Background: an optimization exercise with open tools, aiming at small area. Do not read the settings as production practice. RTL that was checked went through simulation tests only; none was proved equivalent to the original. Power is estimated from default activity; no workload was simulated.

Setup of north:
==> flow/design.v <==
module planeController
#(
    parameter   OUT_NUM = 64,
    parameter   D_WIDTH = 8,     
    parameter   C_WIDTH = 5,      
    parameter   MCU_CLK_DIVIDER = 2  
)
(
    input       clk,
    input       reset,
    input       [D_WIDTH - 1:0] dataIn,
    input       dataEn,
    input       rs,
    output      [OUT_NUM - 1:0] pwmOut,
    output      mcuClk
);
reg [C_WIDTH - 1:0] mem [0:OUT_NUM - 1];
reg [D_WIDTH - 2:0] memAddr;  
reg [C_WIDTH - 1:0] cnt;  
reg incDec;  
reg pwmEnabled;  
reg prevDataEn;
reg syncDataEn;
reg dataEnNegEdge;
assign mcuClk = cnt[MCU_CLK_DIVIDER];
wire exec   = reset & dataEnNegEdge;
wire cmd    = exec & rs;
wire wr     = exec & ~rs;
wire clean  = cmd & (dataIn == 8'b0000_0001);
wire [D_WIDTH - 2:0] addrMatch = ~(memAddr ^ {(D_WIDTH - 1){incDec}});
wire [D_WIDTH - 2:0] addrToggle;
assign addrToggle[0] = 1'b1;
genvar k;
generate
for (k = 1; k < D_WIDTH - 1; k = k + 1) begin: addrStep
    assign addrToggle[k] = addrToggle[k - 1] & addrMatch[k - 1];
end
endgenerate
wire [D_WIDTH - 2:0] addrStepped = memAddr ^ addrToggle;
always @(posedge clk) begin
    if (!reset) begin
        pwmEnabled <= 1'b0;
        memAddr <= 1'b0;
        incDec <= 1'b0;
    end else begin
        if (dataEnNegEdge) begin
            if (rs == 1'b1) begin
                casez(dataIn)
                    8'b0000_001?: memAddr <= 'b0;  
                    8'b0000_01??: incDec <= dataIn[1];
                    8'b0000_1???: pwmEnabled <= dataIn[2];
                    8'b1???_????: memAddr <= dataIn[D_WIDTH - 2:0];  
                    default: ;
                endcase
            end else begin
                memAddr <= addrStepped;
            end
        end
    end
end
always @(posedge clk) begin
    dataEnNegEdge <= prevDataEn & ~syncDataEn;
    syncDataEn <= dataEn;
    prevDataEn <= syncDataEn;
end
wire [C_WIDTH - 1:0] cntToggle = {&cnt[3:0], &cnt[2:0], &cnt[1:0], cnt[0], 1'b1};
always @(posedge clk) begin
    if (!reset)
        cnt <= 0;
    else if (cnt[4] & cnt[3] & cnt[2] & cnt[1])
        cnt <= 0;
    else
        cnt <= cnt ^ cntToggle;
end
wire [C_WIDTH - 1:0] wdata;
wire [C_WIDTH - 1:0] nc;
wire [7:0] nga, ngb;
planeController_shared shared (
    .dataIn(dataIn[C_WIDTH - 1:0]), .clean(clean), .wr(wr), .cnt(cnt),
    .pwmEnabled(pwmEnabled), .memAddr(memAddr),
    .wdata(wdata), .nc(nc), .nga(nga), .ngb(ngb)
);
genvar i;
generate
for (i = 0; i < OUT_NUM; i = i + 1) begin: pwmOuts
    wire we = ~(nga[i % 8] | ngb[i / 8]);
    always @(posedge clk) begin
        if (we)
            mem[i] <= wdata;
    end
    wire [C_WIDTH - 1:0] m = mem[i];
    wire g2;
    planeController_cmp3 lo (.m(m[2:0]), .n(nc[2:0]), .o(g2));
    planeController_cmp2 hi (.m(m[4:3]), .n(nc[4:3]), .ci(g2), .o(pwmOut[i]));
end
endgenerate
endmodule  
module planeController_shared (
    input  [4:0] dataIn,
    input        clean,
    input        wr,
    input  [4:0] cnt,
    input        pwmEnabled,
    input  [6:0] memAddr,
    output [4:0] wdata,
    output [4:0] nc,
    output [7:0] nga,
    output [7:0] ngb
);
    assign wdata = {dataIn[4:1], dataIn[0] & ~clean};
    assign nc = ~(cnt | {5{~pwmEnabled}});
    genvar j;
    for (j = 0; j < 8; j = j + 1) begin: dec
        assign nga[j] = ~(clean | (wr & ~memAddr[6] & (memAddr[2:0] == j)));
        assign ngb[j] = ~(clean | (memAddr[5:3] == j));
    end
endmodule
module planeController_cmp3 (
    input  [2:0] m,
    input  [2:0] n,
    output o
);
    wire a = ~((m[1] & n[1]) | (m[0] & n[0]));
    wire b = ~((m[2] | n[2]) & (m[1] | n[1]));
    wire c = ~(m[2] & n[2]);
    assign o = ~((a | b) & c);
endmodule
module planeController_cmp2 (
    input  [1:0] m,
    input  [1:0] n,
    input  ci,
    output o
);
    wire g0 = (m[0] & n[0]) | (m[0] & ci) | (n[0] & ci);
    assign o = (m[1] & n[1]) | (m[1] & g0) | (n[1] & g0);
endmodule
Settings: LEC_CHECK=0, CAP_MARGIN=5, CORE_MARGIN=2, CORE_UTILIZATION=75, PLACE_DENSITY=0.9, SLEW_MARGIN=5, SYNTH_HIERARCHICAL=1; clock period 10.0 ns.
standard.sh (not shown) runs the stock make flow with config.mk's settings and CLKGATE_MAP_FILE= SYNTH_SCRIPT=/design/flow/synth_recipe.tcl, a recipe that flattens the netlist after the stock synthesis.
==> flow/flow/run.sh <==
#!/bin/bash
# Layout flow: the standard ORFS flow (standard.sh), with
#  - clock tree synthesis of smaller clock buffers in larger clusters and
#    without dummy loads,
#  - port buffers of the smallest buffer cell.
# ORFS writes each step's log under orfs/logs; make's own output goes to
# standard.log.
set -e
export CTS_ARGS="-sink_clustering_enable -repair_clock_nets -dont_use_dummy_load -buf_list sky130_fd_sc_hd__clkbuf_4 -sink_clustering_size 10 -sink_clustering_max_diameter 50"
export BUFFER_PORTS_ARGS="-buffer_cell sky130_fd_sc_hd__buf_1"
bash standard.sh > standard.log 2>&1
--- input diff north..west ---
--- a/flow/design.v
+++ b/flow/design.v
@@ -26,38 +26,27 @@
 wire exec   = reset & dataEnNegEdge;
 wire cmd    = exec & rs;
 wire wr     = exec & ~rs;
 wire clean  = cmd & (dataIn == 8'b0000_0001);
-wire [D_WIDTH - 2:0] addrMatch = ~(memAddr ^ {(D_WIDTH - 1){incDec}});
+wire hi0    = ~(dataIn[6] | dataIn[5] | dataIn[4]);
+wire setCmd = cmd & dataIn[7];
+wire zeroCmd = cmd & ~dataIn[7] & hi0 & ~dataIn[3] & ~dataIn[2] & dataIn[1];
+wire dirCmd = cmd & ~dataIn[7] & hi0 & ~dataIn[3] & dataIn[2];
+wire enCmd  = cmd & ~dataIn[7] & hi0 & dataIn[3];
 wire [D_WIDTH - 2:0] addrToggle;
-assign addrToggle[0] = 1'b1;
+assign addrToggle[0] = wr;
 genvar k;
 generate
 for (k = 1; k < D_WIDTH - 1; k = k + 1) begin: addrStep
-    assign addrToggle[k] = addrToggle[k - 1] & addrMatch[k - 1];
+    assign addrToggle[k] = addrToggle[k - 1] & ~(memAddr[k - 1] ^ incDec);
 end
 endgenerate
-wire [D_WIDTH - 2:0] addrStepped = memAddr ^ addrToggle;
+wire addrKeep = reset & ~zeroCmd;
 always @(posedge clk) begin
-    if (!reset) begin
-        pwmEnabled <= 1'b0;
-        memAddr <= 1'b0;
-        incDec <= 1'b0;
-    end else begin
-        if (dataEnNegEdge) begin
-            if (rs == 1'b1) begin
-                casez(dataIn)
-                    8'b0000_001?: memAddr <= 'b0;  
-                    8'b0000_01??: incDec <= dataIn[1];
-                    8'b0000_1???: pwmEnabled <= dataIn[2];
-                    8'b1???_????: memAddr <= dataIn[D_WIDTH - 2:0];  
-                    default: ;
-                endcase
-            end else begin
-                memAddr <= addrStepped;
-            end
-        end
-    end
+    memAddr <= {(D_WIDTH - 1){addrKeep}} &
+               (setCmd ? dataIn[D_WIDTH - 2:0] : memAddr ^ addrToggle);
+    incDec <= reset & (dirCmd ? dataIn[1] : incDec);
+    pwmEnabled <= reset & (enCmd ? dataIn[2] : pwmEnabled);
 end
 always @(posedge clk) begin
     dataEnNegEdge <= prevDataEn & ~syncDataEn;
     syncDataEn <= dataEn;
[summary]
- On final cell area excluding filler cells, west and north are neck and neck.
- Of west and north, the lower largest stage delay on the critical path belongs to west.
- Against north as the reference, west delivers a lower total routed wire length on the met1 layer.
- When the final numbers for west and north were put side by side, the routed via count divided by cell count turned out to be greater in north.
- west vs north — combinational power dropped by more than 10%
Function not checked in north: the RTL went through the layout flow alone.


== v6 ==
Starts from the design.v that is shown in full above.
Settings: LEC_CHECK=0, CAP_MARGIN=5, CORE_MARGIN=2, CORE_UTILIZATION=65, PLACE_DENSITY=0.8, SLEW_MARGIN=5, SYNTH_HIERARCHICAL=1; clock period 10.0 ns.
Scripts as last shown in full above: flow/flow/run.sh
Changes in v7 relative to v6:
diff --git a/flow/design.v b/flow/design.v
--- a/flow/design.v
+++ b/flow/design.v
@@ -105,11 +105,11 @@
     output [4:0] wdata,
     output [4:0] nc,
     output [7:0] nga,
     output [7:0] ngb
 );
-    assign wdata = {dataIn[4:1], dataIn[0] & ~clean};
+    assign wdata = dataIn & {5{~clean}};
     assign nc = ~(cnt | {5{~pwmEnabled}});
     genvar j;
     for (j = 0; j < 8; j = j + 1) begin: dec
         assign nga[j] = ~(clean | (wr & ~memAddr[6] & (memAddr[2:0] == j)));
         assign ngb[j] = ~(clean | (memAddr[5:3] == j));
## What came out
The sequential share of layout area of v7 falls short of that of v6 by 0.18 points. Compared with v6, v7 shows a higher per-cell via count in the routed design. Arrival time reported for the critical path endpoint was lower in v6 than in v7. v7 against v6: wire length on met1 fell by 4.0%, global routing usage on met3 rose by 1.5 points, wire length on met3 rose by 22%, total number of nets in the final design stayed essentially flat. v7 gives less worst-case headroom to the max-slew limit than v6 did. Looking at v6 and v7, the design area is a wash. In terms of total power, v7 and v6 differ only marginally. Between v6 and v7, the effective utilization at floorplan does not differ in any meaningful way. | sequential share of the synthesized area | v6 vs v7 | ≈ equal |. Timing-limited maximum frequency delta (v7 − v6): unfavourable. v7 packs its core tighter than v6.
No functional check of the RTL was part of any run of this note.


Setup of run 5:
planeController, a different RTL version from the one above (not shown whole).
Size in the first run: ~1000 cells after synthesis, about 340 flip-flops, about 14000 um2 of cells after synthesis.
==> flow/design.v (excerpt) <==
module planeController
#(
    parameter   OUT_NUM = 64,
    parameter   D_WIDTH = 8,     
    parameter   C_WIDTH = 5,      
    parameter   MCU_CLK_DIVIDER = 2  
)
(
    input       clk,
    input       reset,
    input       [D_WIDTH - 1:0] dataIn,
    input       dataEn,
    input       rs,
    output      [OUT_NUM - 1:0] pwmOut,
    output      mcuClk
);
==> module planeController_ctrl, before the edit <==
module planeController_ctrl (
    input        reset,
    input  [7:0] dataIn,
    input        rs,
    input        dataEnNegEdge,
    input        prevDataEn,
    input        syncDataEn,
    input  [6:0] memAddr,
    input        incDec,
    input        pwmEnabled,
    input  [4:0] cnt,
    output       clean,
    output       wr,
    output [6:0] memAddrNext,
    output       incDecNext,
    output       pwmEnabledNext,
    output       dataEnNegEdgeNext,
    output [4:0] cntNext
);
    wire exec = reset & dataEnNegEdge;
    wire cmd  = exec & rs;
    assign wr = exec & ~rs;
    assign clean = cmd & (dataIn == 8'b0000_0001);
    assign dataEnNegEdgeNext = prevDataEn & ~syncDataEn;
    wire hi0     = ~(dataIn[6] | dataIn[5] | dataIn[4]);
    wire setCmd  = cmd & dataIn[7];
    wire zeroCmd = cmd & ~dataIn[7] & hi0 & ~dataIn[3] & ~dataIn[2] & dataIn[1];
    wire dirCmd  = cmd & ~dataIn[7] & hi0 & ~dataIn[3] & dataIn[2];
    wire enCmd   = cmd & ~dataIn[7] & hi0 & dataIn[3];
    wire addrKeep = reset & ~zeroCmd & ~setCmd;
    wire [6:0] addrToggle;
    assign addrToggle[0] = wr;
    genvar k;
    for (k = 0; k < 7; k = k + 1) begin: addrBits
        if (k > 0) begin: step
            planeController_astep u (.t(addrToggle[k - 1]), .a(memAddr[k - 1]),
                                     .incDec(incDec), .o(addrToggle[k]));
        end
        planeController_abit u (.a(memAddr[k]), .t(addrToggle[k]), .set(setCmd),
                                .d(dataIn[k]), .keep(addrKeep), .o(memAddrNext[k]));
    end
    assign incDecNext = reset & (dirCmd ? dataIn[1] : incDec);
    assign pwmEnabledNext = reset & (enCmd ? dataIn[2] : pwmEnabled);
    wire [4:0] cntToggle = {&cnt[3:0], &cnt[2:0], &cnt[1:0], cnt[0], 1'b1};
    wire cntWrap = cnt[4] & cnt[3] & cnt[2] & cnt[1];
    assign cntNext = {5{reset & ~cntWrap}} & (cnt ^ cntToggle);
endmodule
==> module planeController_astep, before the edit <==
module planeController_astep (
    input  t,
    input  a,
    input  incDec,
    output o
);
    assign o = t & ~(a ^ incDec);
endmodule
==> module planeController_abit, before the edit <==
module planeController_abit (
    input  a,
    input  t,
    input  set,
    input  d,
    input  keep,
    output o
);
    assign o = (set & d) | (keep & (a ^ t));
endmodule
Settings: LEC_CHECK=0, CAP_MARGIN=5, CORE_MARGIN=2, CORE_UTILIZATION=75, PLACE_DENSITY=0.9, SLEW_MARGIN=5, SYNTH_HIERARCHICAL=1; clock period 10.0 ns.
==> flow/flow/run.sh <==
#!/bin/bash
# Layout flow: the standard ORFS flow (standard.sh), with
#  - port buffers of the smallest buffer cell,
#  - after placement repair, combinational cells downsized to the smallest
#    drive strength that keeps timing and the slew/capacitance limits met
#    (flow/downsize.tcl),
#  - clock tree synthesis of smaller clock buffers in larger clusters and
#    without dummy loads.
# ORFS writes each step's log under orfs/logs; make's own output goes to
# standard.log.
set -e
export BUFFER_PORTS_ARGS="-buffer_cell sky130_fd_sc_hd__buf_1"
export POST_RESIZE_TCL="$(pwd)/flow/downsize.tcl"
export CTS_ARGS="-sink_clustering_enable -repair_clock_nets -dont_use_dummy_load -buf_list sky130_fd_sc_hd__clkbuf_4 -sink_clustering_size 10 -sink_clustering_max_diameter 50"
bash standard.sh > standard.log 2>&1
==> flow/flow/downsize.tcl <==
# Downsize combinational cells to the smallest drive strength that keeps
# timing and the slew/capacitance limits met.
proc my_downsize { {slack_min 1.0e-9} } {
  estimate_parasitics -placement
  set slew0 [sta::max_slew_violation_count]
  set cap0 [sta::max_capacitance_violation_count]
  set saved 0.0
  set n 0
  foreach inst [get_cells *] {
    set ref [get_property $inst ref_name]
    if { ![regexp {^(sky130_fd_sc_hd__[a-z0-9]+)_([0-9]+)$} $ref -> base size] } { continue }
    if { $size <= 1 } { continue }
    if { [regexp {clkbuf|clkinv|dfxtp|edfxtp|dfrtp|tap|fill|decap|diode|dly} $base] } { continue }
    set cands {}
    foreach s {0 1 2 4} {
      if { $s >= $size } { break }
      set lc [get_lib_cells -quiet */${base}_$s]
      if { [llength $lc] } { lappend cands [list ${base}_$s [get_property [lindex $lc 0] area]] }
    }
    set a0 [get_property [lindex [get_lib_cells */$ref] 0] area]
    foreach c $cands {
      lassign $c cname carea
      replace_cell $inst [lindex [get_lib_cells */$cname] 0]
      estimate_parasitics -placement
      if { [sta::worst_slack_cmd max] >= $slack_min
           && [sta::max_slew_violation_count] <= $slew0
           && [sta::max_capacitance_violation_count] <= $cap0 } {
        set saved [expr {$saved + $a0 - $carea}]
        incr n
        break
      }
      replace_cell $inst [lindex [get_lib_cells */$ref] 0]
    }
  }
  estimate_parasitics -placement
  puts "my_downsize: resized $n cells, saved $saved um2"
}

my_downsize
What run 1 does differently from run 5 at the input level:
-- flow/design.v --
<<< run 5, line 98
    wire dirCmd  = cmd & ~dataIn[7] & hi0 & ~dataIn[3] & dataIn[2];
    wire enCmd   = cmd & ~dataIn[7] & hi0 & dataIn[3];
    wire addrKeep = reset & ~zeroCmd & ~setCmd;
    wire [6:0] addrToggle;
    assign addrToggle[0] = wr;
    genvar k;
    for (k = 0; k < 7; k = k + 1) begin: addrBits
        if (k > 0) begin: step
            planeController_astep u (.t(addrToggle[k - 1]), .a(memAddr[k - 1]),
                                     .incDec(incDec), .o(addrToggle[k]));
        end
        planeController_abit u (.a(memAddr[k]), .t(addrToggle[k]), .set(setCmd),
                                .d(dataIn[k]), .keep(addrKeep), .o(memAddrNext[k]));
    end
    assign incDecNext = reset & (dirCmd ? dataIn[1] : incDec);
    assign pwmEnabledNext = reset & (enCmd ? dataIn[2] : pwmEnabled);
>>> run 1, line 98
    wire dirCmd  = cmd & ~dataIn[7] & hi0 & ~dataIn[3] & dataIn[2];
    wire enCmd   = cmd & ~dataIn[7] & hi0 & dataIn[3];
    wire [6:0] addrToggle;
    assign addrToggle[0] = wr;
    genvar k;
    for (k = 1; k < 7; k = k + 1) begin: addrStep
        assign addrToggle[k] = addrToggle[k - 1] & ~(memAddr[k - 1] ^ incDec);
    end
    wire addrKeep = reset & ~zeroCmd;
    assign memAddrNext = {7{addrKeep}} & (setCmd ? dataIn[6:0] : memAddr ^ addrToggle);
    assign incDecNext = reset & (dirCmd ? dataIn[1] : incDec);
    assign pwmEnabledNext = reset & (enCmd ? dataIn[2] : pwmEnabled);
<<< run 5, line 115
    wire cntWrap = cnt[4] & cnt[3] & cnt[2] & cnt[1];
    assign cntNext = {5{reset & ~cntWrap}} & (cnt ^ cntToggle);
endmodule
module planeController_astep (
    input  t,
    input  a,
    input  incDec,
    output o
);
    assign o = t & ~(a ^ incDec);
endmodule
module planeController_abit (
    input  a,
    input  t,
    input  set,
    input  d,
    input  keep,
    output o
);
    assign o = (set & d) | (keep & (a ^ t));
endmodule
module planeController_shared (
>>> run 1, line 111
    wire cntWrap = cnt[4] & cnt[3] & cnt[2] & cnt[1];
    assign cntNext = {5{reset & ~cntWrap}} & (cnt ^ cntToggle);
endmodule
module planeController_shared (
[summary]
Max instance count of the mapped netlist across run 1 and run 5: run 1
The DRC violation count after routing of run 1 and that of run 5 are within noise of each other.
Total wire length after detailed routing ended up 300 um lower on run 1 than on run 5.
Diff run 5 -> run 1: clock network fraction of total power level; portion of total power attributed to combinational logic level; final cycle utilization of the critical path moved up; power per cell area level.
Status: internal power parity (run 5, run 1)
The RTL of run 5 was laid out without a check of its function.

-- re-timing with driven ports --
How much do the figures lean on ideal ports? The routed layouts below were timed once more, with nothing changed but the port constraints. Step 1 assumes that a clkbuf_16 drives the clock port and a buf_2 every other input. Step 2 times the ports against the registers' clock, not the clock port: input delays grow and output delays shrink by t, the midpoint of the rising clock arrivals with the driver on. Slacks: ideal ports / drivers / drivers and shift; pairs: ideal ports / drivers.
run	t (ns)	setup WS [ns]	worst slew at a driven data input, ns	cell pins on the clock port's net
north	0.671	3.863 / 3.825 / 4.496	0.03	1
west	0.678	4.135 / 4.098 / 4.776	0.04	1
v6	0.671	4.272 / 4.227 / 4.898	0.03	1
v7	0.676	4.128 / 4.085 / 4.761	0.03	1
run 5	0.665	4.064 / 4.025 / 4.418	0.03	1
run 1	0.690	3.896 / 3.853 / 4.232	0.03	1
After both steps every run listed still meets setup and hold.
